Context: an optimization exercise on an open-source flow, tuned for a short achievable clock period and few clock cycles. The choices shown serve that exercise and are no tape-out recipe. In this exercise RTL edits were held to simulation tests only and were not proved equivalent to the original.

==> inputs of run C <==
// chip8_top
module chip8_top(
    input wire clk,reset,
    input wire [15:0] key_pressed,
    input wire [7:0] mem_rdata,
    output wire [2047:0] display,
    output wire halted,
    output wire [11:0] mem_addr,
    output wire mem_re,
    output wire mem_we,
    output wire [7:0] mem_wdata
    );
Settings: LEC_CHECK=0, CAP_MARGIN=20, CORE_AREA=10 10 730 730, DIE_AREA=0 0 740 740, SLEW_MARGIN=20; clock period 11.0 ns.
standard.sh (not shown) runs the stock make flow with config.mk's settings and CLKGATE_MAP_FILE= SYNTH_SCRIPT=/design/flow/synth_recipe.tcl, a recipe that flattens the netlist after the stock synthesis.
==> flow/flow/run.sh <==
#!/bin/bash
# The standard layout, run whole, with the timing repair asked for more
# setup slack than the 11 ns clock needs (the design's paths are far shorter),
# so that it sizes and buffers every path the achieved period depends on.
set -euo pipefail
bash standard.sh SETUP_SLACK_MARGIN=7.1 TNS_END_PERCENT=100 finish > standard_flow.log 2>&1
==> inputs of run H, as changes to run C <==
--- a/flow/design.v
+++ b/flow/design.v
@@ -127,16 +127,35 @@
     reg [11:0] iqa [0:2];      
     reg [PDW-1:0] iqd [0:2];   
     reg [1:0]  iqn;
     reg [11:0] fr [0:15];      
     reg [3:0]  fsp;
     reg [11:0] ftop;           
     reg [11:0] ftop1;          
     reg        redir_q;        
+    localparam CI = 6;
+    localparam NC = 1 << CI;
+    localparam TW = 11 - CI;
+    reg [15:0]   c_data [0:NC-1];
+    reg [TW-1:0] c_tag  [0:NC-1];
+    reg [NC-1:0] c_val;
+    reg          f_v;
+    reg [CI-1:0] f_idx;
+    reg [TW-1:0] f_tag;
+    reg [15:0]   f_data;
+    reg          l0_h, l1_h;    
+    reg [15:0]   l0_d, l1_d;
+    reg          fa_same;       
+    reg          fa_adv;        
+    reg          halt_i;        
+    reg          wa_w;          
+    reg [11:0]   wa;            
+    reg          inv_q;         
+    reg [11:0]   inv_a;         
     reg [1:0]  iss_k, ret_k;   
     reg [3:0]  iss_i, ret_i;
     reg [7:0]  hx, hy;
     reg [15:0] keys;
     reg        no_key;
     reg        d_act;
     reg [1:0]  d_op;
     reg [11:0] d_addr;
@@ -164,21 +183,21 @@
     reg [3:0] key_num;
     integer kk;
     always @(*) begin
         key_num = 4'd0;
         for (kk = 15; kk >= 0; kk = kk - 1)
             if (keys[kk])
                 key_num = kk[3:0];
     end
-    wire have     = (iqn != 2'd0);
+    reg  have;                 
     wire ldv_busy = (iss_k == K_LDV) || (ret_k == K_LDV);
     wire dbusy    = d_act || ldv_busy;
-    wire fire_skip = have && skip && !halted;
-    wire fire_exec = have && !skip && !halted && !dbusy && !(vfbusy && pd[PD_VF]) &&
+    wire fire_skip = have && skip && !halt_i;
+    wire fire_exec = have && !skip && !halt_i && !dbusy && !(vfbusy && pd[PD_VF]) &&
                      !(no_key && pd[PD_KEY]);
     wire pop       = fire_skip || fire_exec;
     wire [8:0]  sum  = {1'b0, hx} + {1'b0, hy};
     wire [8:0]  dxy  = {1'b0, hx} - {1'b0, hy};
     wire [8:0]  dyx  = {1'b0, hy} - {1'b0, hx};
     wire [15:0] lfsr_next = {lfsr[14:0], lfsr[15] ^ lfsr[13] ^ lfsr[12] ^ lfsr[10]};
     reg       weA, weF;        
     reg [7:0] res;
@@ -239,30 +258,34 @@
     wire       wF   = (fire_exec && weF) || wC;
     wire       fval = wC ? (coll | hit) : flag;
     wire       cval = coll | hit;
     wire       wL   = (ret_k == K_LDV);
     wire          rf    = (ret_k == K_FETCH);
     assign row_v = (ret_k == K_SPR);
     assign row_n = (iss_k == K_SPR);
     assign spr   = mem_rdata;
-    wire          m_hi  = rf && !hb_v;
-    wire          m_lo  = rf &&  hb_v;
-    wire [15:0]   pw    = {hb, mem_rdata};
+    wire          c_av  = (fa_same && l0_h) || (fa_adv && l1_h);
+    wire [15:0]   cw    = fa_same ? l0_d : l1_d;
+    wire          c_use = c_av && (iqn != 2'd3);
+    wire          m_hi  = rf && !hb_v && !c_use;
+    wire          m_lo  = rf &&  hb_v && !c_use;
+    wire [15:0]   pw    = c_use ? cw : {hb, mem_rdata};
     wire [PDW-1:0] pwd  = predecode(pw);
-    wire          pcall = (hb[7:4] == 4'h2);
-    wire          pret  = (hb == 8'h00) && (mem_rdata == 8'hEE);
-    wire          m_jmp = m_lo && ((hb[7:4] == 4'h1) || pcall || pret);
-    wire [11:0]   jtgt  = {hb[3:0], mem_rdata};
-    wire [11:0]   ptgt  = pret ? ftop : jtgt;
-    wire [11:0]   ptgt1 = pret ? ftop1 : jtgt + 12'd1;
-    wire          push  = m_lo;
-    reg  [2:0]    fdist;       
-    wire          f_ok  = ({2'd0, iqn, 1'b0} + {1'b0, fdist}) < 4'd5;
-    wire          port_free = !start_dat && !d_act && !redirect && !halted &&
+    wire          push  = m_lo || c_use;
+    wire          pcall = (pw[15:12] == 4'h2);
+    wire          pret  = (pw == 16'h00EE);
+    wire          pjmp  = (pw[15:12] == 4'h1) || pcall || pret;
+    wire [11:0]   fa2   = fa + 12'd2;
+    wire          m_jmp = push && (pjmp || c_use);
+    wire [11:0]   ptgt  = !pjmp ? fa2 : pret ? ftop : pw[11:0];
+    wire [11:0]   ptgt1 = !pjmp ? fa + 12'd3 : pret ? ftop1 : pw[11:0] + 12'd1;
+    reg  [2:0]    fdist;
+    wire          f_ok  = ({2'd0, iqn, 1'b0} + {1'b0, fdist}) < 4'd6;
+    wire          port_free = !start_dat && !d_act && !redirect && !halt_i &&
                               !(fire_exec && pd[PD_HLT]);
     wire          jmp_iss = m_jmp && port_free;
     wire          issue_f = port_free && !m_jmp && f_ok;
     wire [1:0]    iqb = pop ? iqn - 2'd1 : iqn;
     function [7:0] fwd(input [3:0] i, input full);
         begin
             if (wL && ret_i == i)
                 fwd = mem_rdata;
@@ -279,16 +302,37 @@
     wire [1:0] nsel = (!pop && iqn != 2'd0) ? 2'd0 : (pop && iqn >= 2'd2) ? 2'd1 : 2'd2;
     wire [7:0] x0 = fwd(iq[0][11:8], 1'b0), y0 = fwd(iq[0][7:4], 1'b0);
     wire [7:0] x1 = fwd(iq[1][11:8], 1'b1), y1 = fwd(iq[1][7:4], 1'b1);
     wire [7:0] x2 = fwd(pw[11:8], 1'b1),    y2 = fwd(pw[7:4], 1'b1);
     wire [7:0] hx_n = (nsel == 2'd0) ? x0 : (nsel == 2'd1) ? x1 : x2;
     wire [7:0] hy_n = (nsel == 2'd0) ? y0 : (nsel == 2'd1) ? y1 : y2;
     wire [1:0] bh  = (hx >= 8'd200) ? 2'd2 : (hx >= 8'd100) ? 2'd1 : 2'd0;
     wire [7:0] bhr = hx - (bh == 2'd2 ? 8'd200 : bh == 2'd1 ? 8'd100 : 8'd0);
+    wire [11:0]   fa2l  = fa + 12'd2;
+    wire [CI-1:0] i0 = fa[CI:1], i1 = fa2l[CI:1];
+    wire          lk0 = !fa[0] && c_val[i0] && (c_tag[i0] == fa[11:CI+1]);
+    wire          lk1 = !fa[0] && c_val[i1] && (c_tag[i1] == fa2l[11:CI+1]);
+    wire          wr0 = (wa_w && (wa[11:1] == fa[11:1])) ||
+                        (inv_q && (inv_a[11:1] == fa[11:1]));
+    wire          wr1 = (wa_w && (wa[11:1] == fa2l[11:1])) ||
+                        (inv_q && (inv_a[11:1] == fa2l[11:1]));
+    wire [CI-1:0] wi  = wa[CI:1];
+    wire          w_inv = wa_w && ((c_tag[wi] == wa[11:CI+1]) ||
+                          (f_v && f_idx == wi && f_tag == wa[11:CI+1]));
+    always @(posedge clk) begin
+        if (f_v) begin
+            c_data[f_idx] <= f_data;
+            c_tag[f_idx]  <= f_tag;
+        end
+        l0_h <= lk0 && !wr0;
+        l1_h <= lk1 && !wr1;
+        l0_d <= c_data[i0];
+        l1_d <= c_data[i1];
+    end
     integer r;
     always @(posedge clk) begin
         for (r = 0; r < 16; r = r + 1) begin
             if (srst)
                 V[r] <= 8'd0;
             else if (wL && ret_i == r[3:0])
                 V[r] <= mem_rdata;
             else if (wF && r == 15)
@@ -314,21 +358,21 @@
                 iqa[r] <= (r < 2) ? iqa[r + 1] : 12'd0;
                 iqd[r] <= (r < 2) ? iqd[r + 1] : {PDW{1'b0}};
             end
         end
         if (redir_q) begin
             for (r = 0; r < 16; r = r + 1) fr[r] <= stack[r];
             ftop  <= stack[sp - 4'd1] + 12'd2;
             ftop1 <= stack[sp - 4'd1] + 12'd3;
-        end else if (push && m_jmp && pcall) begin
+        end else if (push && pjmp && pcall) begin
             fr[fsp] <= fa;
             ftop  <= fa + 12'd2;
             ftop1 <= fa + 12'd3;
-        end else if (push && m_jmp && pret) begin
+        end else if (push && pjmp && pret) begin
             ftop  <= fr[fsp - 4'd2] + 12'd2;
             ftop1 <= fr[fsp - 4'd2] + 12'd3;
         end
         if (fire_exec && op == 4'h2)
             stack[sp] <= epc;
         if (start_dat)
             bcd_r <= bhr[6:0];
         if (d_act && d_k == 4'd1)
@@ -381,20 +425,28 @@
             end else if (issue_f) begin
                 mem_addr <= mfa;
                 mem_re <= 1'b1; iss_k <= K_FETCH;
             end
         end
     end
     always @(posedge clk) begin
         if (srst) begin
+            c_val <= {NC{1'b0}};
+            f_v <= 1'b0;
+            wa_w <= 1'b0;
+            halt_i <= 1'b0;
+            inv_q <= 1'b0;
+            fa_same <= 1'b0;
+            fa_adv <= 1'b0;
             fa <= 12'h200;
             redir_q <= 1'b0;
             hb_v <= 1'b0;
             iqn <= 2'd0;
+            have <= 1'b0;
             fsp <= 4'd0;
             I <= 12'd0;
             sp <= 4'd0;
             delay_r <= 8'd0;
             lfsr <= 16'hACE1;
             skip <= 1'b0;
             ret_k <= K_NONE;
             d_act <= 1'b0; d_op <= D_SPR; d_addr <= 12'd0; d_cnt <= 4'd0; d_k <= 4'd0;
@@ -411,35 +463,55 @@
             ret_k <= (redirect || m_jmp) && iss_k == K_FETCH ? K_NONE : iss_k;
             if (hit_v) begin
                 coll <= coll | hit;
                 h_left <= h_left - 4'd1;
                 if (h_left == 4'd1)
                     vfbusy <= 1'b0;
             end
             redir_q <= redirect;
+            f_v <= m_lo && !fa[0];
+            f_idx <= fa[CI:1];
+            f_tag <= fa[11:CI+1];
+            f_data <= pw;
+            if (f_v) c_val[f_idx] <= 1'b1;
+            inv_q <= w_inv;
+            inv_a <= wa;
+            if (inv_q) c_val[inv_a[CI:1]] <= 1'b0;
+            fa_same <= !redirect && !push;
+            if (fire_exec && pd[PD_HLT])
+                halt_i <= 1'b1;
+            wa_w <= start_dat ? (start_stv || (!start_drw && !start_ldv)) :
+                    d_act && (d_op == D_STV || d_op == D_BCD);
+            if (start_dat)
+                wa <= I;
+            else if (d_act)
+                wa <= d_addr;
+            fa_adv  <= !redirect && push && !pjmp;
             if (redir_q)
                 fsp <= sp;
             if (redirect) begin
                 iqn <= 2'd0;
+                have <= 1'b0;
                 hb_v <= 1'b0;
                 fa <= target;
             end else begin
                 iqn <= iqb + {1'b0, push};
+                have <= push || (iqn > {1'b0, pop});
                 if (m_hi) hb_v <= 1'b1;
                 if (push) begin
                     hb_v <= 1'b0;
-                    if (m_jmp) begin
+                    if (m_jmp)
                         fa <= ptgt;
-                        if (pcall)
-                            fsp <= fsp + 4'd1;
-                        if (pret)
-                            fsp <= fsp - 4'd1;
-                    end else
-                        fa <= fa + 12'd2;
+                    else
+                        fa <= fa2;
+                    if (pjmp && pcall)
+                        fsp <= fsp + 4'd1;
+                    if (pjmp && pret)
+                        fsp <= fsp - 4'd1;
                 end
             end
             if (fire_skip)
                 skip <= 1'b0;
             if (fire_exec) begin
                 skip <= do_skip;
                 case (op)
                     4'h0: begin
==> flow/flow/run.sh (replaced) <==
#!/bin/bash
# The standard layout, run whole, with the timing repair asked for more
# setup slack than the 11 ns clock needs (the design's paths are far shorter),
# so that it sizes and buffers every path the achieved period depends on.
set -euo pipefail
bash standard.sh SETUP_SLACK_MARGIN=7.5 TNS_END_PERCENT=100 finish > standard_flow.log 2>&1
CAP_MARGIN = 30   (was 20)
SLEW_MARGIN = 45   (was 20)
==> results.txt <==
- Of run H and run C, run H has the higher final cell count (gap about 25%, measured against run C).
- Between run H and run C, the lower first-iteration DRC count is in run C (gap 47%, measured against run C).
- Of run C and run H, run H has the higher count of clock-buffer cells in the layout (gap 220).
- Sequential cell count: run H is higher than run C (1510).
Testbench counts of run C, summed over its fixed seeds: cycles 117,177.
Testbench counts of run H, summed over its fixed seeds: cycles 110,756.

re-timing with driven ports:
In the flow no input, the clock included, has a driving cell. The finished layouts below were timed again as built, in two steps. Step 1 assumes that a clkbuf_16 drives the clock port and a buf_2 every other input. Step 2 adds t to the input delays and takes it off the output delays; t is the mean of the earliest and latest rising clock arrival at the registers after step 1. Input paths then give back, and output paths get back, about the clock's delay inside the block. Slacks: ideal / step 1 / step 2; pairs: ideal / step 1.
run | shift t [ns] | setup slack, ns | worst setup path at the end | pins driven straight from the clock port
run C | 1.171 | 6.977 / 6.948 / 5.991 | input to register | 1
run H | 1.291 | 6.892 / 6.745 / 5.894 | input to register | 1
After both steps setup and hold are still met in every run listed. The setup slack of run H, which loses most, moves by -0.147 ns with the drivers and by -0.998 ns with both steps.
